Source: an optimization exercise on an open RTL-to-GDS flow (aim: small area). Production flows keep margins and buffers that such runs may drop.
Only simulation tests tie the RTL to the original design; equivalence was not proved.
Power is estimated from default activity; no workload was simulated.

**flow/config.mk**
```make
export PLATFORM = sky130hd
export DESIGN_NAME = dart
export DESIGN_NICKNAME = dart
export VERILOG_FILES = /design/flow/design.v
export SDC_FILE = /design/flow/constraint.sdc
export NUM_CORES = 4
export LEC_CHECK = 0
export ABC_AREA = 1
export CAP_MARGIN = 20
export CORE_MARGIN = 2
export CORE_UTILIZATION = 40
export SLEW_MARGIN = 20
```
**flow/constraint.sdc**
```tcl
create_clock -name core_clock -period 10.0 [get_ports {clk}]
set_input_delay 2.0000 -clock core_clock [delete_from_list [all_inputs] [get_ports {clk}]]
set_output_delay 2.0000 -clock core_clock [all_outputs]
set_load 0.01 [all_outputs]
```
**flow/design.v**
```verilog
`timescale 1ns / 1ps
module dart(
            game_set_o,
            player_1_done_o,
            player_2_done_o,
            player_1_win_o,
            player_2_win_o,
            player_1_pt_o,
            player_2_pt_o,
            dart_come_i,
            dart_position_x_i,
            dart_position_y_i,
            clk,
            reset
            );
localparam [2:0] START       = 3'd0;
localparam [2:0] INITIALIZE  = 3'd1;
localparam [2:0] IDLE        = 3'd2;
localparam [2:0] TOUCH       = 3'd3;
localparam [2:0] COUNT       = 3'd4;
localparam [2:0] PLAYER_DONE = 3'd5;
localparam [2:0] RESULT      = 3'd6;
localparam [2:0] FINISH      = 3'd7;
output              game_set_o;
output              player_1_done_o;
output              player_2_done_o;
output              player_1_win_o;
output              player_2_win_o;
output [8:0]        player_1_pt_o;
output [8:0]        player_2_pt_o;
input               dart_come_i;
input  [7:0]        dart_position_x_i;
input  [7:0]        dart_position_y_i;
input               clk;
input               reset;
reg  [2:0]          state;
reg  [2:0]          next_state;
reg  [8:0]          player_1_point;
reg  [8:0]          player_2_point;
reg  [5:0]          dart_point;
reg  [1:0]          counter;
reg                 who_turn;
genvar gi;
function ge5;
    input [4:0] a;
    input [4:0] b;
    integer i;
    reg g;
    begin
        g = 1'b1;
        for (i = 0; i < 5; i = i + 1) g = (a[i] & ~b[i]) | (~(a[i] ^ b[i]) & g);
        ge5 = g;
    end
endfunction
wire [7:0] px = dart_position_x_i;
wire [7:0] py = dart_position_y_i;
wire on_board = (px[7:5] == 3'd0) && (py[7:5] == 3'd0) && (px[4:0] != 5'd31) && (py[4:0] != 5'd31);
wire [3:0] px_inc = {px[3] ^ (px[2] & px[1] & px[0]), px[2] ^ (px[1] & px[0]), px[1] ^ px[0], ~px[0]};
wire [3:0] py_inc = {py[3] ^ (py[2] & py[1] & py[0]), py[2] ^ (py[1] & py[0]), py[1] ^ py[0], ~py[0]};
wire [3:0] ax = px[4] ? px_inc : ~px[3:0];
wire [3:0] ay = py[4] ? py_inc : ~py[3:0];
wire       right = px[4];      
wire       upper = ~py[4];     
wire [1:0] ring_m;
wire rg_n11;
wire rg_n12;
wire rg_n13;
wire rg_n14;
wire rg_n15;
wire rg_n16;
wire rg_n17;
wire rg_n18;
wire rg_n19;
wire rg_n20;
wire rg_n21;
wire rg_n22;
wire rg_n23;
wire rg_n24;
wire rg_n25;
wire rg_n26;
wire rg_n27;
wire rg_n28;
wire rg_n29;
wire rg_n30;
wire rg_n31;
wire rg_n32;
wire rg_n33;
wire rg_n34;
wire rg_n35;
wire rg_n36;
wire rg_n37;
wire rg_n38;
wire rg_n39;
wire rg_n40;
wire rg_n41;
wire rg_n42;
wire rg_n43;
wire rg_n44;
wire rg_n45;
wire rg_n46;
wire rg_n47;
wire rg_n48;
wire rg_n49;
wire rg_n50;
wire rg_n51;
wire rg_n52;
wire rg_n53;
wire rg_n54;
wire rg_n55;
wire rg_n56;
wire rg_n57;
wire rg_n58;
wire rg_n59;
wire rg_n60;
wire rg_n61;
wire rg_n62;
wire rg_n63;
wire rg_n64;
wire rg_n65;
wire rg_n66;
wire rg_n67;
wire rg_n68;
wire rg_n69;
wire rg_n70;
wire rg_n71;
wire rg_n72;
wire rg_n73;
wire rg_n74;
wire rg_n75;
wire rg_n76;
wire rg_n77;
wire rg_n78;
wire rg_n79;
wire rg_n80;
wire rg_n81;
wire rg_n82;
wire rg_n83;
wire rg_n84;
wire rg_n85;
wire rg_n86;
wire rg_n87;
wire rg_n88;
wire rg_n89;
wire rg_n90;
wire rg_n91;
wire rg_n92;
wire rg_n93;
wire rg_n94;
wire rg_n95;
wire rg_n96;
wire rg_n97;
wire rg_n98;
wire rg_n99;
wire rg_n100;
wire rg_n101;
wire rg_n102;
wire rg_n103;
wire rg_n104;
wire rg_n106;
wire rg_n107;
wire rg_n108;
wire rg_n109;
wire rg_n110;
wire rg_n111;
wire rg_n112;
wire rg_n113;
wire rg_n114;
wire rg_n115;
wire rg_n116;
wire rg_n117;
wire rg_n118;
wire rg_n119;
wire rg_n120;
wire rg_n121;
wire rg_n122;
wire rg_n123;
wire rg_n124;
wire rg_n125;
assign rg_n11 = (ay[2] & ay[1]);
assign rg_n12 = (~ax[3] & ay[3]);
assign rg_n13 = (ay[0] & rg_n12);
assign rg_n14 = (~ax[1] & ~ay[1]);
assign rg_n15 = (ax[1] & ~ay[2]);
assign rg_n16 = (~rg_n14 & ~rg_n15);
assign rg_n17 = (rg_n13 & rg_n16);
assign rg_n18 = (~rg_n11 & rg_n17);
assign rg_n19 = (ax[1] & ax[0]);
assign rg_n20 = (~ay[0] & rg_n12);
assign rg_n21 = (ay[1] & rg_n20);
assign rg_n22 = (~rg_n19 & rg_n21);
assign rg_n23 = (~ax[1] & ay[2]);
assign rg_n24 = (~rg_n15 & ~rg_n23);
assign rg_n25 = (rg_n22 & ~rg_n24);
assign rg_n26 = (ax[1] & ay[1]);
assign rg_n27 = (ax[1] & rg_n13);
assign rg_n28 = (~rg_n21 & ~rg_n27);
assign rg_n29 = (~rg_n26 & ~rg_n28);
assign rg_n30 = (ax[1] & ~ay[1]);
assign rg_n31 = (~ay[2] & ~ay[0]);
assign rg_n32 = (rg_n30 & ~rg_n31);
assign rg_n33 = (~ay[3] & ~rg_n26);
assign rg_n34 = (~ax[1] & ~rg_n11);
assign rg_n35 = (rg_n33 & ~rg_n34);
assign rg_n36 = (~rg_n32 & rg_n35);
assign rg_n37 = (ax[0] & ~rg_n36);
assign rg_n38 = (ax[3] & ~rg_n37);
assign rg_n39 = (~rg_n29 & ~rg_n38);
assign rg_n40 = (~ay[3] & rg_n26);
assign rg_n41 = (~rg_n14 & ~rg_n40);
assign rg_n42 = (ax[3] & ~ay[2]);
assign rg_n43 = (~rg_n41 & rg_n42);
assign rg_n44 = (ax[3] & ~ay[3]);
assign rg_n45 = (rg_n32 & rg_n44);
assign rg_n46 = (~rg_n43 & ~rg_n45);
assign rg_n47 = (~ax[0] & rg_n46);
assign rg_n48 = (~rg_n39 & ~rg_n47);
assign rg_n49 = (~rg_n25 & ~rg_n48);
assign rg_n50 = (~rg_n18 & rg_n49);
assign rg_n51 = (ax[2] & ~rg_n50);
assign rg_n52 = (ay[0] & ~rg_n14);
assign rg_n53 = (~rg_n26 & ~rg_n52);
assign rg_n54 = (ay[3] & rg_n26);
assign rg_n55 = (~rg_n33 & ~rg_n54);
assign rg_n56 = (ax[3] & ax[0]);
assign rg_n57 = (rg_n55 & rg_n56);
assign rg_n58 = (~rg_n53 & rg_n57);
assign rg_n59 = (ay[0] & rg_n54);
assign rg_n60 = (~ax[3] & ~ay[3]);
assign rg_n61 = (~ay[1] & rg_n60);
assign rg_n62 = (~rg_n19 & rg_n61);
assign rg_n63 = (~rg_n59 & ~rg_n62);
assign rg_n64 = (~rg_n56 & ~rg_n63);
assign rg_n65 = (~rg_n58 & ~rg_n64);
assign rg_n66 = (~ay[2] & ~rg_n65);
assign rg_n67 = (ax[3] & rg_n14);
assign rg_n68 = (ay[3] & rg_n67);
assign rg_n69 = (~ay[0] & rg_n68);
assign rg_n70 = (~ax[3] & ~ax[1]);
assign rg_n71 = (~rg_n54 & ~rg_n70);
assign rg_n72 = (~rg_n12 & ~rg_n71);
assign rg_n73 = (rg_n31 & rg_n72);
assign rg_n74 = (~rg_n69 & ~rg_n73);
assign rg_n75 = (ay[3] & ~ay[0]);
assign rg_n76 = (rg_n14 & rg_n75);
assign rg_n77 = (rg_n30 & rg_n44);
assign rg_n78 = (ax[0] & rg_n77);
assign rg_n79 = (~rg_n76 & ~rg_n78);
assign rg_n80 = (rg_n20 & rg_n26);
assign rg_n81 = (rg_n79 & ~rg_n80);
assign rg_n82 = (ay[2] & ~rg_n81);
assign rg_n83 = (ax[1] & ~ay[0]);
assign rg_n84 = (~rg_n70 & ~rg_n83);
assign rg_n85 = (~ax[0] & ~rg_n60);
assign rg_n86 = (rg_n11 & rg_n85);
assign rg_n87 = (~rg_n84 & rg_n86);
assign rg_n88 = (~rg_n75 & rg_n87);
assign rg_n89 = (~rg_n82 & ~rg_n88);
assign rg_n90 = (rg_n74 & rg_n89);
assign rg_n91 = (~rg_n66 & rg_n90);
assign rg_n92 = (~ax[2] & ~rg_n91);
assign rg_n93 = (~ay[2] & ~rg_n68);
assign rg_n94 = (ay[0] & rg_n44);
assign rg_n95 = (rg_n30 & rg_n94);
assign rg_n96 = (~ax[0] & ay[2]);
assign rg_n97 = (~rg_n95 & rg_n96);
assign rg_n98 = (~rg_n20 & ~rg_n94);
assign rg_n99 = (~ax[1] & rg_n11);
assign rg_n100 = (~rg_n98 & rg_n99);
assign rg_n101 = (ax[0] & ~rg_n100);
assign rg_n102 = (~rg_n97 & ~rg_n101);
assign rg_n103 = (~rg_n93 & rg_n102);
assign rg_n104 = (~rg_n92 & ~rg_n103);
assign ring_m[1] = ~((~rg_n51 & rg_n104));
assign rg_n106 = (rg_n60 & rg_n92);
assign rg_n107 = (~ax[2] & ~ax[0]);
assign rg_n108 = (ay[1] & ~rg_n107);
assign rg_n109 = (rg_n53 & ~rg_n108);
assign rg_n110 = (~ax[2] & ~ay[1]);
assign rg_n111 = (ay[3] & ~rg_n110);
assign rg_n112 = (ay[2] & rg_n111);
assign rg_n113 = (~rg_n109 & rg_n112);
assign rg_n114 = (ax[0] & rg_n52);
assign rg_n115 = (~ax[2] & ~ay[2]);
assign rg_n116 = (~rg_n114 & rg_n115);
assign rg_n117 = (~ay[3] & ~rg_n32);
assign rg_n118 = (~ax[0] & rg_n117);
assign rg_n119 = (~rg_n116 & ~rg_n118);
assign rg_n120 = (~rg_n26 & ~rg_n119);
assign rg_n121 = (ax[2] & ~rg_n34);
assign rg_n122 = (~ay[3] & ~rg_n121);
assign rg_n123 = (ax[3] & ~rg_n122);
assign rg_n124 = (~rg_n120 & rg_n123);
assign rg_n125 = (~rg_n113 & ~rg_n124);
assign ring_m[0] = (~rg_n106 & rg_n125);
wire bull = (ax[3:2] == 2'd0) && (ay[3:2] == 2'd0) && !(ax[1] && ay[1]) && !(ax[1] && ax[0]) && !(ay[1] && ay[0]);
wire b0 = (ax == 4'd0) || (ax == 4'd1 && (ay[3] || ay[2] & ay[1] & ay[0])) || (ax == 4'd2 && ay[3] & ay[2] & (ay[1] | ay[0]));
wire b5 = (ay == 4'd0) || (ay == 4'd1 && (ax[3] || ax[2] & ax[1] & ax[0])) || (ay == 4'd2 && ax[3] & ax[2] & (ax[1] | ax[0]));
wire b1 = ge5({1'b0, ay}, {ax, 1'b0});
wire h2 = ge5({1'b0, ax}, {ay, 1'b0});
wire lt = ~ge5({1'b0, ax}, {1'b0, ay});
wire eq = (ax == ay);
reg  [4:0] sector_val;
always @(*) begin
    if (bull)       sector_val = 5'd25;
    else if (b0)    case ({right, upper}) 2'd0: sector_val = 5'd3; 2'd1: sector_val = 5'd20; 2'd2: sector_val = 5'd3; default: sector_val = 5'd20; endcase
    else if (b1)    case ({right, upper}) 2'd0: sector_val = 5'd19; 2'd1: sector_val = 5'd5; 2'd2: sector_val = 5'd17; default: sector_val = 5'd1; endcase
    else if (lt)    case ({right, upper}) 2'd0: sector_val = 5'd7; 2'd1: sector_val = 5'd12; 2'd2: sector_val = 5'd2; default: sector_val = 5'd18; endcase
    else if (eq)    case ({right, upper}) 2'd0: sector_val = 5'd16; 2'd1: sector_val = 5'd12; 2'd2: sector_val = 5'd2; default: sector_val = 5'd4; endcase
    else if (~h2)   case ({right, upper}) 2'd0: sector_val = 5'd16; 2'd1: sector_val = 5'd9; 2'd2: sector_val = 5'd15; default: sector_val = 5'd4; endcase
    else if (~b5)   case ({right, upper}) 2'd0: sector_val = 5'd8; 2'd1: sector_val = 5'd14; 2'd2: sector_val = 5'd10; default: sector_val = 5'd13; endcase
    else            case ({right, upper}) 2'd0: sector_val = 5'd11; 2'd1: sector_val = 5'd11; 2'd2: sector_val = 5'd6; default: sector_val = 5'd6; endcase
end
wire [1:0] mult = ring_m & {2{on_board}};
wire [5:0] pa = {6{mult[0]}} & {1'b0, sector_val};
wire [5:0] pb = {6{mult[1]}} & {sector_val, 1'b0};
wire [6:0] pc;
wire [5:0] lookup_point;
assign pc[0] = 1'b0;
generate for (gi = 0; gi < 6; gi = gi + 1) begin : g_mul
    assign lookup_point[gi] = pa[gi] ^ pb[gi] ^ pc[gi];
    assign pc[gi+1] = (pa[gi] & pb[gi]) | ((pa[gi] ^ pb[gi]) & pc[gi]);
end endgenerate
wire p1_win = (player_1_point == 9'd0);
wire p2_win = (player_2_point == 9'd0);
assign player_1_done_o = (state == PLAYER_DONE) && !who_turn;
assign player_2_done_o = (state == PLAYER_DONE) && who_turn;
assign player_1_win_o  = p1_win;
assign player_2_win_o  = p2_win;
assign player_1_pt_o   = player_1_point;
assign player_2_pt_o   = player_2_point;
assign game_set_o      = (state == PLAYER_DONE) && (p1_win || p2_win);
always @(*) begin
    case (state)
        START:       next_state = INITIALIZE;
        INITIALIZE:  next_state = IDLE;
        IDLE:        next_state = dart_come_i ? TOUCH : IDLE;
        TOUCH:       next_state = COUNT;
        COUNT:       next_state = PLAYER_DONE;
        PLAYER_DONE: next_state = (p1_win || p2_win) ? RESULT : IDLE;
        RESULT:      next_state = FINISH;
        default:     next_state = FINISH;
    endcase
end
always @(posedge clk) begin
    if (~reset) state <= START;
    else        state <= next_state;
end
always @(posedge clk) begin
    dart_point <= lookup_point;
end
wire [8:0] cur_point = who_turn ? player_2_point : player_1_point;
wire [8:0] sub_b = {3'd0, dart_point};
wire [9:0] brw;
wire [8:0] diff;
assign brw[0] = 1'b0;
generate for (gi = 0; gi < 9; gi = gi + 1) begin : g_sub
    assign diff[gi]  = cur_point[gi] ^ sub_b[gi] ^ brw[gi];
    assign brw[gi+1] = (~cur_point[gi] & sub_b[gi]) | (~(cur_point[gi] ^ sub_b[gi]) & brw[gi]);
end endgenerate
wire bust = brw[9];
wire init_st = (state == INITIALIZE);
wire ld1 = init_st | ((state == COUNT) & ~who_turn & ~bust);
wire ld2 = init_st | ((state == COUNT) &  who_turn & ~bust);
wire [8:0] new_point = init_st ? 9'd501 : diff;
wire en1 = reset & ld1, hold1 = reset & ~ld1;
wire en2 = reset & ld2, hold2 = reset & ~ld2;
always @(posedge clk) begin
    player_1_point <= ({9{en1}} & new_point) | ({9{hold1}} & player_1_point);
    player_2_point <= ({9{en2}} & new_point) | ({9{hold2}} & player_2_point);
end
always @(posedge clk) begin
    if (~reset)                      counter <= 2'd0;
    else if (state == TOUCH)         counter <= (counter == 2'd2) ? 2'd0 : counter + 2'd1;
    else if (state == COUNT && bust) counter <= 2'd0;
end
always @(posedge clk) begin
    if (~reset)                                       who_turn <= 1'b0;
    else if (state == PLAYER_DONE && counter == 2'd0) who_turn <= ~who_turn;
end
endmodule
```
**flow/run.sh**
```bash
#!/bin/bash
# synth_recipe.tcl (not shown) runs the flow's synth.tcl, then flattens the netlist and writes it again
# the make line also repeats each setting of config.mk as NAME=value (left out here)
make -C /OpenROAD-flow-scripts/flow DESIGN_CONFIG=/design/flow/config.mk WORK_HOME=/design/flow/orfs CLKGATE_MAP_FILE= SYNTH_SCRIPT=/design/flow/synth_recipe.tcl finish
```
==> results of run 1 <==
[cells in the mapped netlist, drive strengths merged]
cell type and number:
o31a 1, fa 8, or4 1, nor4 1
ha 22, clkbuf 5, nand3b 2, a211oi 1
a41oi 1, nand2 119, o211ai 2, a221oi 1
o31ai 2, o21a 1, dfxtp 30, o22ai 19
nor3b 2, inv 86, buf 6, a31oi 3
nor2 31, or2 1, a21oi 16, nand4 13
nand3 40, o21ai 26, nor3 7, o21bai 1
[metal layers]
layer | up-vias | wire length, um | global-route usage, % | share of wire [%]
met4 | 0 | 86 | 4.88 | 1.2
met5 | - | 0 | 0 | 0
met1 | 1361 | 3490 | 27.1 | 48
met3 | 12 | 351 | 4.34 | 4.8
met2 | 75 | 3320 | 30.1 | 46
li1 | 1538 | - | - | -
[registers in the layout, summed over array words and instances (netlist names)]
name	flops
state	3
counter	2
dart_point	6
player_1_point	9
who_turn	1
player_2_point	9
[final timing paths]
path / slack [ns] / end / depth (start not counted) / from
setup / recovery: 3.79 / dart_point[5] / 25 / dart_position_x_i[0]
hold / removal: 0.42 / counter[1] / 1 / counter[1]
setup reg to reg: 5.58 / player_2_point[5] / 17 / who_turn
hold reg to reg: 0.42 / counter[1] / 1 / counter[1]
[cell type report]
type                            count  share of cell area, %
Multi-Input combinational cell    321                   55.1
Clock inverter                      2                  0.361
Inverter                           86                   9.32
Timing Repair Buffer               41                   11.9
Clock buffer                        6                   2.39
Tap cell                           99                   3.58
Sequential cell                    30                   17.3
[power by group through the flow]
stage	Combinational (mW)	Sequential [mW]	Clock (mW)
after floorplan	0.133	0.143	0
after global placement	0.202	0.142	0
after detailed placement	0.201	0.142	0
after CTS	0.202	0.139	0.105
after global routing	0.231	0.140	0.111
final	0.203	0.139	0.102
[cell families (layout without fill, tap and decap cells)]
kind of cell / Yosys count / count (layout) / share of synthesized area [%]
AND/OR/NAND/NOR: 217 / 217 / 34.6
buffers and inverters: 97 / 135 / 13.4
AO/OA/AOI/OAI: 74 / 74 / 16.3
adder cells (fa/ha/maj): 30 / 30 / 15.0
flip-flops: 30 / 30 / 20.7
[through the flow]
| step | power, mW | cells |
|---|---|---|
| after floorplan | 0.276 | 448 |
| after detailed placement | 0.343 | 577 |
| after global routing | 0.483 | 585 |
| after global placement | 0.343 | 577 |
| final | 0.444 | 585 |
| after CTS | 0.446 | 585 |
==> flow_summary.yaml, run 1 <==
power_and_ir_drop:
  sequentialPowerShare_pct: 31.3
  comb_power_share_pct: 45.7
  peakVddDrop_mv: 0.0559
  clkPwrFrac_pct: 23.0
  swShare_pct: 39.9
  p_leak_nw: 1.62
  power_density_nw_per_um2: 128
  p_sw_mw: 0.177
  p_int_mw: 0.267
clock_network:
  clk_path_buf_depth: 2
  clk_pin_slew_worst_paths_ns: 0.07
  cts_sinks: 30
  hold_buffers: 0
  cts_tree: "yes"
  htreeDepth: 2
  clock-root-buffer: "clkbuf_8"
  cts.repair.resized: 0
  insertion_delay_ns: 0.28
  post-cts-setup-buffers: 0
  cts-buffers-inserted: 5
final_layout:
  n_antenna_cell: 0
  nNetsFinal: 534
  layout_common_cells: "nand2_1, inv_1, clkdlybuf4s50_1"
  utilization_pct: 48.5
  regArea_sq_um: 601
  finalInstanceArea_sq_um: 3460
  final_common_cell: "nand2_1"
  final_layout_size_suffix_gt1_share_pct: 7.41
  fill_cells: 775
  multi_input_area_sq_um: 1910
  area_growth_pct: 19.4
logic_synthesis:
  synth_top_area_cell: "dfxtp_1"
  postSynthAreaPerCell_sq_um: 6.47
  synth_nets: 497
  synth_warnings: 1
  synthesis.area_sq_um: 2900
  synth.top_cell.area_share_pct: 20.7
  ys_ff_latch: 30
  ys_seq_area_share_pct: 20.7
  ys_types: 42
  syn-instance-count: 448
  synthTopCellsByArea: "dfxtp_1, nand2_1, inv_1"
detailed_routing:
  via_per_inst: 5.10
  drt-initial-drc-count: 178
  drc: 0
  num_vias: 2986
  wl_per_cell_um: 12.4
  wirelength_um: 7250
  ant_nets: 0
  firstDrtPassIters: 4
sta:
  fmax_mhz: 161
  finalSetupViolCount: 0
  rsz0062_at_grt: "false"
  fin_crit_sh_pct: 62.1
  holdWs_ns: 0.423
  period_needed_ns: 6.21
  worstMarginPinSlew_ns: 0.699
  fin_tns_setup_ns: 0
  slew_headroom_pct: 53.3
  clock_skew_ns: 0.00571
  setup_ws_ns: 3.79
  hold_viol: 0
  slew_viol_final: 0
global_routing:
  grt-ovfl-total: 0
  antenna_found_initial: 0
  grt_max_degree: 23
  grt_first_pass_wirelength_um: 12300
  grt_use_total_pct: 19.3
  grt_pass1_vias: 2667
floorplan:
  io_pins: 42
  rows: 31
  die_h_um: 89.1
  start_util_pct: 40.6
  dieArea_sq_um: 7940
  core_sq_um: 7140
  die_w_um: 89.1
worst_setup_path:
  cp_num_buf_inv: 6
  crit_arrival_ns: 6.39
  end_kind: "flop"
  critPathMaxStageDelay_ns: 0.84
  cp_max_fo: 13
  cp_top_family: "adder cells"
  cp_common_cell: "nand2_1"
  path_class: "in2reg"
  cp-start-kind: "primary input"
  cp.required_ns: 10.18
  crit_slowest_cell: "clkdlybuf4s50_1"
run:
  maxCapViolCount: 0
place:
  pre_cts_slack_ns: 3.55
  dp_hpwl_um: 5720
  placed_area_sq_um: 3370
  port_buffers: 41
  gp_congestion: 0.933
min_path:
  hold_class: "reg2reg"
outcome:
  outcome: "timing/DRC/antenna clean"
==> inputs of run 2 (changes only) <==
--- a/flow/config.mk
+++ b/flow/config.mk
@@ -11,2 +11,5 @@
 export CORE_UTILIZATION = 40
+export CTS_BUF_LIST = sky130_fd_sc_hd__clkbuf_4
+export CTS_CLUSTER_DIAMETER = 300
+export CTS_CLUSTER_SIZE = 40
 export SLEW_MARGIN = 20
==> flow_summary.yaml, run 2 <==
outcome:
  outcome: "timing/DRC/antenna clean"
min_path:
  worstHoldStart: "counter[1]"
  hold_class: "reg2reg"
clock_network:
  insertion_delay_ns: 0.34
  clk_pin_slew_worst_paths_ns: 0.09
  clock-root-buffer: "clkbuf_4"
  cts_sinks: 30
  post-cts-setup-buffers: 0
  htreeDepth: 2
  cts.repair.resized: 0
  cts_tree: "yes"
  clk_path_buf_depth: 2
  cts-buffers-inserted: 5
  hold_buffers: 0
global_routing:
  grt_first_pass_wirelength_um: 12300
  antenna_found_initial: 0
  grt-ovfl-total: 0
  grt_pass1_vias: 2662
  grt_max_degree: 23
  grt_use_total_pct: 19.3
logic_synthesis:
  ys_ff_latch: 30
  ys_seq_area_share_pct: 20.7
  synth.top_cell.area_share_pct: 20.7
  postSynthAreaPerCell_sq_um: 6.47
  synthesis.area_sq_um: 2900
  syn-instance-count: 448
  synth_nets: 497
  synth_warnings: 1
  synth_most_common_cell: "nand2_1"
  synth-edff-count: 0
  synthFlopType: "dfxtp_1"
  synth.top_cells.by_count: "nand2_1, inv_1, nand3_1, dfxtp_1, nor2_1"
  synth_top_area_cell: "dfxtp_1"
  synthTopCellsByArea: "dfxtp_1, nand2_1, inv_1"
  ys_types: 42
  synthArstFlopShare_pct: 0
final_layout:
  nNetsFinal: 534
  n_antenna_cell: 0
  reg_top3: "player_1_point (9), player_2_point (9), dart_point (6)"
  final_common_cell: "nand2_1"
  fin_cells: 585
  final_layout_size_suffix_gt1_share_pct: 7.20
  area_growth_pct: 18.0
  layout_common_cells: "nand2_1, inv_1, clkdlybuf4s50_1"
  finalInstanceArea_sq_um: 3420
sta:
  period_needed_ns: 6.16
  finalSetupViolCount: 0
  fin_crit_sh_pct: 61.6
  worstMarginPinSlew_ns: 0.700
  slew_headroom_pct: 53.3
  slew_viol_final: 0
  rsz0062_at_grt: "false"
  hold_viol: 0
  fin_tns_setup_ns: 0
  setup_ws_ns: 3.84
  fmax_mhz: 162
  clock_skew_ns: 0.0155
floorplan:
  rows: 31
  die_w_um: 89.1
  io_pins: 42
  die_h_um: 89.1
  start_util_pct: 40.6
  core_sq_um: 7140
  dieArea_sq_um: 7940
worst_setup_path:
  path_class: "in2reg"
  end_kind: "flop"
  cp_num_buf_inv: 6
  cp-start-kind: "primary input"
  cp_top_family: "adder cells"
  critPathMaxStageDelay_ns: 0.85
  crit_path_start: "dart_position_x_i[0]"
  cp_max_fo: 13
  reg2reg_from: "who_turn"
  cp.required_ns: 10.23
  crit_arrival_ns: 6.40
  crit_slowest_cell: "clkdlybuf4s50_1"
  cp_common_cell: "nand2_1"
power_and_ir_drop:
  p_leak_nw: 1.60
  p_int_mw: 0.238
  p_sw_mw: 0.174
  sequentialPowerShare_pct: 33.8
  swShare_pct: 42.2
  comb_power_share_pct: 49.3
  power_density_nw_per_um2: 120
  peakVddDrop_mv: 0.0467
  clkPwrFrac_pct: 16.9
detailed_routing:
  drc: 0
  via_per_inst: 5.12
  firstDrtPassIters: 5
  ant_nets: 0
  wl_per_cell_um: 12.3
  wirelength_um: 7220
  drt-initial-drc-count: 169
  num_vias: 2994
place:
  pre_cts_slack_ns: 3.55
  gp_congestion: 0.933
  port_buffers: 41
  dp_hpwl_um: 5720
  placed_area_sq_um: 3370
  dp.cells: 577
run:
  maxCapViolCount: 0
==> run 2: cell count changes in the layout (fill, tap and decap cells not counted) <==
cell      previous run  this run
clkbuf_8             6         0
clkbuf_4             0         5
clkinv_1             0         1
==> run 2: layout make-up <==
type / count / area, sq um
Tap cell: 99 / 124
Multi-Input combinational cell: 321 / 1910
Inverter: 86 / 323
Clock inverter: 3 / 16.3
Fill cell: 781 / 3720
Sequential cell: 30 / 601
Clock buffer: 5 / 37.5
Timing Repair Buffer: 41 / 410
==> run 2: final timing paths <==
check / endpoint / slack, ns / depth (start not counted)
worst max register to register: player_2_point[5] / 5.57 / 17
worst max-delay path: dart_point[5] / 3.84 / 25
worst min register to register: counter[1] / 0.43 / 1
worst min-delay path: counter[1] / 0.43 / 1
==> run 2: routing by layer <==
metal	track usage, %	vias to the layer above	share of wire (%)
li1	-	1537	-
met1	27.1	1359	48
met2	30.0	87	46
met3	4.89	11	5.5
met4	4.48	0	1.1
met5	0	-	0
==> run 2: cell families (layout without fill, tap and decap cells) <==
family          after synthesis  count (layout)  synth area share (%)
simple gates                217             217                  34.6
buf+inv                      97             135                  13.4
compound gates               74              74                  16.3
fa+ha+maj                    30              30                  15.0
flops                        30              30                  20.7
==> run 2: power groups by stage <==
| stage | registers [mW] | clock network [mW] | logic, mW |
|---|---|---|---|
| floorplan | 0.143 | 0 | 0.133 |
| global placement | 0.142 | 0 | 0.202 |
| detailed placement | 0.142 | 0 | 0.201 |
| CTS | 0.139 | 0.0721 | 0.202 |
| global route | 0.140 | 0.0793 | 0.231 |
| finish | 0.139 | 0.0696 | 0.203 |
==> run 2: metrics by stage <==
step | power, mW | utilization (%) | hold WS [ns]
finish | 0.411 | 47.9 | 0.428
floorplan | 0.276 | - | 0.403
CTS | 0.414 | 47.9 | 0.429
detailed placement | 0.343 | 47.2 | 0.416
global placement | 0.343 | 47.2 | 0.414
global route | 0.451 | 47.9 | 0.482
==> run 2: worst register-to-register path: stages, from the launching register on <==
cell	delay, ns
dfxtp_1	0.78
o21ai_0	0.27
ha_1	0.25
fa_1	0.38
fa_1	0.36
inv_1	0.07
fa_1	0.15
inv_1	0.05
fa_1	0.37
fa_1	0.38
ha_1	0.20
ha_1	0.18
ha_1	0.18
inv_1	0.10
nand3_1	0.11
nand2_1	0.10
nand2_1	0.25
o22ai_1	0.21
==> inputs of run 3 (changes only) <==
==> flow/flow/run.sh (new file) <==
#!/bin/bash
# Own layout flow: the standard flow with two changes:
#  - synthesis maps with an area-oriented ABC script (flow/abc_area.script, run by
#    ORFS's unchanged synth scripts from a copy of the scripts folder);
#  - port buffers use the smallest buffer cell (buf_1).
# Each step's full output goes to a log file in this folder.
set -euo pipefail
W=$(pwd)
rm -rf "$W/scripts_area"
cp -r "$FLOW_HOME/scripts" "$W/scripts_area"
cp "$W/flow/abc_area.script" "$W/scripts_area/abc_area.script"
bash "$W/standard.sh" "SCRIPTS_DIR=$W/scripts_area" ABC_AREA=1 synth > "$W/synth.log" 2>&1
bash "$W/standard.sh" "BUFFER_PORTS_ARGS=-buffer_cell sky130_fd_sc_hd__buf_1" finish > "$W/layout.log" 2>&1
test -f "$W/out/final.def"
==> flow/flow/abc_area.script (new file) <==
strash
&get -n
&fraig -x
&put
scorr
dc2
dretime
strash
&get -n
&dch -f
&nf -R 1000
&put
topo
dnsize -c
==> flow/standard.sh (new file) <==
#!/bin/bash
# synth_recipe.tcl (not shown) runs the flow's synth.tcl, then flattens the netlist and writes it again
# the make line also repeats each setting of config.mk as NAME=value (left out here)
make -C /OpenROAD-flow-scripts/flow DESIGN_CONFIG=/design/flow/config.mk WORK_HOME=/design/flow/orfs CLKGATE_MAP_FILE= SYNTH_SCRIPT=/design/flow/synth_recipe.tcl "${@:-finish}"
removed: flow/run.sh
==> flow_summary.yaml, run 3 <==
logic_synthesis:
  synth_most_common_cell: "nor2_1"
  synth.top_cell.area_share_pct: 24.4
  synthTopCellsByArea: "dfxtp_1, ha_1, fa_1"
  synth-edff-count: 0
  ys_types: 46
  synthFlopType: "dfxtp_1"
  synth.top_cells.by_count: "nor2_1, dfxtp_1, nand2_1, clkinv_1, ha_1"
  ys_seq_area_share_pct: 24.4
  synth_warnings: 1
  ys_ff_latch: 30
  synth_nets: 357
  synth_top_area_cell: "dfxtp_1"
  synthesis.area_sq_um: 2460
  synthArstFlopShare_pct: 0
  postSynthAreaPerCell_sq_um: 7.99
  syn-instance-count: 308
worst_setup_path:
  worst_r2r_path_depth: 16
  cp.required_ns: 10.23
  cp_num_buf_inv: 4
  reg2reg_slack_ns: 5.28
  crit_slowest_cell: "xnor2_1"
  reg2reg_from: "who_turn"
  crit_arrival_ns: 7.02
  path_class: "in2reg"
  critPathMaxStageDelay_ns: 0.71
  cp-start-kind: "primary input"
  end_kind: "flop"
  r2r_end: "player_2_point[3]"
  cp_max_fo: 17
  path_depth: 19
  worstPathCellList: "buf_1 -> ha_1 -> nand2b_1 -> xnor2_1 -> clkinv_1 -> nor2_1 -> or4b_1 -> a21oi_1 -> o21ai_0 -> a32o_1 -> a211oi_1 -> a21oi_1 -> a21oi_1 -> and2_0 -> fa_1 -> clkinv_1 -> fa_1 -> fa_1 -> clkinv_1"
  cp_top_family: "adder cells"
clock_network:
  post-cts-setup-buffers: 0
  insertion_delay_ns: 0.32
  cts-buffers-inserted: 5
  cts_sinks: 30
  hold_buffers: 0
  clk_path_buf_depth: 2
  htreeDepth: 2
  clk_pin_slew_worst_paths_ns: 0.09
  clock-root-buffer: "clkbuf_4"
  cts.repair.resized: 0
  cts_tree: "yes"
final_layout:
  reg_top3: "player_1_point (9), player_2_point (9), dart_point (6)"
  nNetsFinal: 405
  layout_common_cells: "buf_1, nor2_1, nand2_1, dfxtp_1, clkinv_1"
  final_layout_size_suffix_gt1_share_pct: 2.24
  n_antenna_cell: 0
  area_growth_pct: 12.4
  final_common_cell: "buf_1"
  fin_cells: 432
place:
  dp_hpwl_um: 4650
  dp.cells: 424
  gp_congestion: 0.922
  port_buffers: 41
sta:
  holdWs_ns: 0.528
  period_needed_ns: 6.79
  clock_skew_ns: 0.00771
  hold_viol: 0
  fin_tns_setup_ns: 0
  worstMarginPinSlew_ns: 0.913
  rsz0062_at_grt: "false"
  fmax_mhz: 147
  finalSetupViolCount: 0
  slew_viol_final: 0
  slew_headroom_pct: 38.5
  fin_crit_sh_pct: 67.9
floorplan:
  dieArea_sq_um: 6800
  die_h_um: 82.4
  die_w_um: 82.4
  start_util_pct: 41.6
  rows: 28
  io_pins: 42
  core_sq_um: 5920
detailed_routing:
  drt-initial-drc-count: 109
  wirelength_um: 6090
  wl_per_cell_um: 14.1
  firstDrtPassIters: 5
  via_per_inst: 5.84
  drc: 0
  ant_nets: 0
  num_vias: 2523
outcome:
  outcome: "timing/DRC/antenna clean"
power_and_ir_drop:
  peakVddDrop_mv: 0.0861
  power_density_nw_per_um2: 137
  p_leak_nw: 1.06
global_routing:
  antenna_found_initial: 0
  grt_max_degree: 18
  grt_pass1_vias: 2305
  grt-ovfl-total: 0
  grt_first_pass_wirelength_um: 10000
  grt_use_total_pct: 19.0
min_path:
  hold_depth: 1
  hold_class: "reg2reg"
  worstHoldStart: "player_1_point[3]"
  hold-path-endpoint: "player_1_point[3]"
run:
  maxCapViolCount: 0
[run 3: area by class of cell]
| type | instances | area (sq um) |
|---|---|---|
| Timing Repair Buffer | 42 | 161 |
| Tap cell | 75 | 93.8 |
| Clock buffer | 6 | 45.0 |
| Inverter | 22 | 82.6 |
| Fill cell | 612 | 3150 |
| Sequential cell | 30 | 601 |
| Clock inverter | 2 | 8.76 |
| Multi-Input combinational cell | 255 | 1770 |
[run 3: metal layers]
layer	track usage [%]	part of all wire [%]	vias up
met5	0	0	-
met4	8.00	2.4	0
li1	-	-	1243
met2	33.0	46	124
met3	3.70	7.7	29
met1	22.6	44	1127
[run 3: how the worst max path moves through the flow]
stage / slack, ns / from / to
global placement: 3.00 / dart_position_y_i[0] / dart_point[4]
global route: 2.80 / dart_position_y_i[0] / dart_point[4]
floorplan: 3.94 / dart_position_y_i[0] / dart_point[4]
detailed placement: 2.97 / dart_position_y_i[0] / dart_point[4]
finish: 3.22 / dart_position_y_i[0] / dart_point[4]
CTS: 3.31 / dart_position_y_i[0] / dart_point[4]
[run 3: through the flow]
| stage | total power, mW | area (sq um) | utilization [%] | setup WS (ns) |
|---|---|---|---|---|
| final | 0.378 | 2770 | 46.7 | 3.22 |
| after global routing | 0.410 | 2770 | 46.7 | 2.80 |
| after CTS | 0.380 | 2770 | 46.7 | 3.31 |
| after detailed placement | 0.310 | 2710 | 45.8 | 2.97 |
| after global placement | 0.310 | 2710 | 45.8 | 3.00 |
| after floorplan | 0.261 | 2460 | - | 3.94 |
[run 3: kinds of logic after synthesis]
group           Yosys count  synth area share (%)
flops                    30                  24.4
fa+ha+maj                30                  17.7
buf+inv                  23                  3.51
xor+xnor                  6                  2.14
mux                       9                  3.71
simple gates            115                  22.3
compound gates           95                  26.3
[run 3: report_power, final]
part	switching [mW]	internal (mW)	total, mW	leakage [nW]
Combinational	0.105	0.0600	0.166	0.779
Clock	0.0406	0.0291	0.0697	0.0331
Sequential	0.0129	0.130	0.143	0.244
==> inputs of run 4 (changes only) <==
==> flow/flow/run.sh (replaced) <==
#!/bin/bash
# Own layout flow: the standard flow with these changes:
#  - synthesis maps with an area-oriented ABC script (flow/abc_area.script, run by
#    ORFS's unchanged synth scripts from a copy of the scripts folder);
#  - port buffers use the smallest buffer cell (buf_1);
#  - clock tree synthesis without dummy loads.
# Each step's full output goes to a log file in this folder.
set -euo pipefail
W=$(pwd)
rm -rf "$W/scripts_area"
cp -r "$FLOW_HOME/scripts" "$W/scripts_area"
cp "$W/flow/abc_area.script" "$W/scripts_area/abc_area.script"
bash "$W/standard.sh" "SCRIPTS_DIR=$W/scripts_area" ABC_AREA=1 synth > "$W/synth.log" 2>&1
bash "$W/standard.sh" \
  "BUFFER_PORTS_ARGS=-buffer_cell sky130_fd_sc_hd__buf_1" \
  "CTS_ARGS=-sink_clustering_enable -repair_clock_nets -dont_use_dummy_load -buf_list sky130_fd_sc_hd__clkbuf_4 -sink_clustering_size 40 -sink_clustering_max_diameter 300" \
  finish > "$W/layout.log" 2>&1
test -f "$W/out/final.def"
==> flow_summary.yaml, run 4 <==
final_layout:
  fill_cells: 610
  regArea_sq_um: 601
  nNetsFinal: 405
  final_common_cell: "buf_1"
  reg_top3: "player_1_point (9), player_2_point (9), dart_point (6)"
  final_layout_size_suffix_gt1_share_pct: 1.69
  layout_common_cells: "buf_1, nor2_1, nand2_1, dfxtp_1"
  multi_input_area_sq_um: 1770
  area_growth_pct: 11.7
  finalInstanceArea_sq_um: 2750
  n_antenna_cell: 0
power_and_ir_drop:
  p_leak_nw: 1.05
  peakVddDrop_mv: 0.0900
  power_density_nw_per_um2: 134
floorplan:
  core_sq_um: 5920
  start_util_pct: 41.6
  io_pins: 42
  rows: 28
  dieArea_sq_um: 6800
  die_h_um: 82.4
  die_w_um: 82.4
detailed_routing:
  wirelength_um: 6110
  firstDrtPassIters: 5
  ant_nets: 0
  num_vias: 2498
  via_per_inst: 5.82
  drt-initial-drc-count: 130
  wl_per_cell_um: 14.2
  drc: 0
sta:
  slew_headroom_pct: 38.5
  holdWs_ns: 0.530
  finalSetupViolCount: 0
  fmax_mhz: 148
  worstMarginPinSlew_ns: 0.912
  clock_skew_ns: 0.0173
  rsz0062_at_grt: "false"
  period_needed_ns: 6.76
  hold_viol: 0
  slew_viol_final: 0
  fin_crit_sh_pct: 67.6
  fin_tns_setup_ns: 0
clock_network:
  htreeDepth: 2
  clock-root-buffer: "clkbuf_4"
  clk_path_buf_depth: 2
  insertion_delay_ns: 0.32
  cts_tree: "yes"
  cts_sinks: 30
  cts.repair.resized: 0
  cts-buffers-inserted: 5
  post-cts-setup-buffers: 0
  clk_pin_slew_worst_paths_ns: 0.09
  hold_buffers: 0
logic_synthesis:
  synth_most_common_cell: "nor2_1"
  synthTopCellsByArea: "dfxtp_1, ha_1, fa_1"
  postSynthAreaPerCell_sq_um: 7.99
  ys_types: 46
  ys_ff_latch: 30
  synth.top_cells.by_count: "nor2_1, dfxtp_1, nand2_1, clkinv_1, ha_1"
  synth.top_cell.area_share_pct: 24.4
  synthFlopType: "dfxtp_1"
  synth-edff-count: 0
  synthesis.area_sq_um: 2460
  syn-instance-count: 308
  synth_nets: 357
  synthArstFlopShare_pct: 0
  synth_warnings: 1
  synth_top_area_cell: "dfxtp_1"
  ys_seq_area_share_pct: 24.4
global_routing:
  grt_pass1_vias: 2297
  grt_first_pass_wirelength_um: 9990
  grt-ovfl-total: 0
  antenna_found_initial: 0
  grt_max_degree: 18
  grt_use_total_pct: 18.8
place:
  placed_area_sq_um: 2710
  dp_hpwl_um: 4650
  port_buffers: 41
  gp_congestion: 0.922
min_path:
  hold_class: "reg2reg"
worst_setup_path:
  path_class: "in2reg"
  cp_top_family: "adder cells"
  crit_slowest_cell: "xnor2_1"
  cp-start-kind: "primary input"
  cp_num_buf_inv: 4
  worstPathCellList: "buf_1 -> ha_1 -> nand2b_1 -> xnor2_1 -> clkinv_1 -> nor2_1 -> or4b_1 -> a21oi_1 -> o21ai_0 -> a32o_1 -> a211oi_1 -> a21oi_1 -> a21oi_1 -> and2_0 -> fa_1 -> clkinv_1 -> fa_1 -> fa_1 -> clkinv_1"
  crit_arrival_ns: 6.99
  critPathMaxStageDelay_ns: 0.68
  cp.required_ns: 10.23
  cp_max_fo: 17
  end_kind: "flop"
outcome:
  outcome: "timing/DRC/antenna clean"
run:
  maxCapViolCount: 0
[run 4: cell counts after synthesis]
Identical to the previous run, type by type.
[run 4: metal layers]
layer	track usage, %	share of wire, %
met1	22.4	44
met2	33.1	47
met3	3.70	7.5
met4	7.50	1.8
met5	0	0
[run 4: cells by family after synthesis]
family	after synthesis	synth area share, %
xor gates and xnor gates	6	2.14
and+or+nand+nor	115	22.3
buffers and inverters	23	3.51
muxes	9	3.71
adders and majority gates	30	17.7
DFF	30	24.4
AOI/OAI and AO/OA	95	26.3
[run 4: power breakdown]
part           total (mW)  switching [mW]  leakage [nW]  internal (mW)
registers           0.143          0.0129         0.244          0.130
clock network      0.0607          0.0373        0.0230         0.0234
logic               0.166           0.106         0.779         0.0600
[run 4: cell type report]
type                            count  share of cell area [%]
Tap cell                           75                    3.41
Timing Repair Buffer               42                    5.87
Clock buffer                        5                    1.36
Sequential cell                    30                    21.8
Inverter                           22                    3.00
Multi-Input combinational cell    255                    64.5
[run 4: metrics by stage]
stage / setup slack, ns / utilization (%) / instances / power, mW
2_1_floorplan: 3.94 / - / 308 / 0.261
3_3_place_gp: 3.00 / 45.8 / 424 / 0.310
3_5_place_dp: 2.97 / 45.8 / 424 / 0.310
4_1_cts: 3.30 / 46.4 / 429 / 0.371
5_1_grt: 2.79 / 46.4 / 429 / 0.400
6_report: 3.24 / 46.4 / 429 / 0.369
[run 4: path summary, 6_finish.rpt]
kind              cells after the start  slack (ns)                  from                end
setup reg to reg                     16        5.28              who_turn  player_2_point[3]
hold / removal                        1        0.53     player_1_point[3]  player_1_point[3]
setup / recovery                     19        3.24  dart_position_y_i[0]      dart_point[4]
hold reg to reg                       1        0.53     player_1_point[3]  player_1_point[3]

==> what the ideal ports hide <==
In the flow no input, the clock included, has a driving cell. The finished layouts below were timed again as built, in two steps. Step 1 sets driving cells, clkbuf_16 on the clock port and buf_2 on the other inputs (assumed; they add their load-dependent delay and slew). Step 2 times the ports against the registers' clock, not the clock port: input delays grow and output delays shrink by t, the midpoint of the rising clock arrivals with the driver on. Three values: ideal, step 1, step 2; two values: the first two.
run	t (ns)	setup slack, ns	pins driven straight from the clock port
run 1	0.310	3.791 / 3.800 / 3.490	1
run 2	0.354	3.838 / 3.841 / 3.487	1
run 3	0.347	3.215 / 3.223 / 2.876	1
run 4	0.342	3.238 / 3.246 / 2.904	1
After both steps every run listed still meets setup and hold. The setup slack of run 2, which loses most, moves by +0.003 ns with the drivers and by -0.351 ns with both steps.
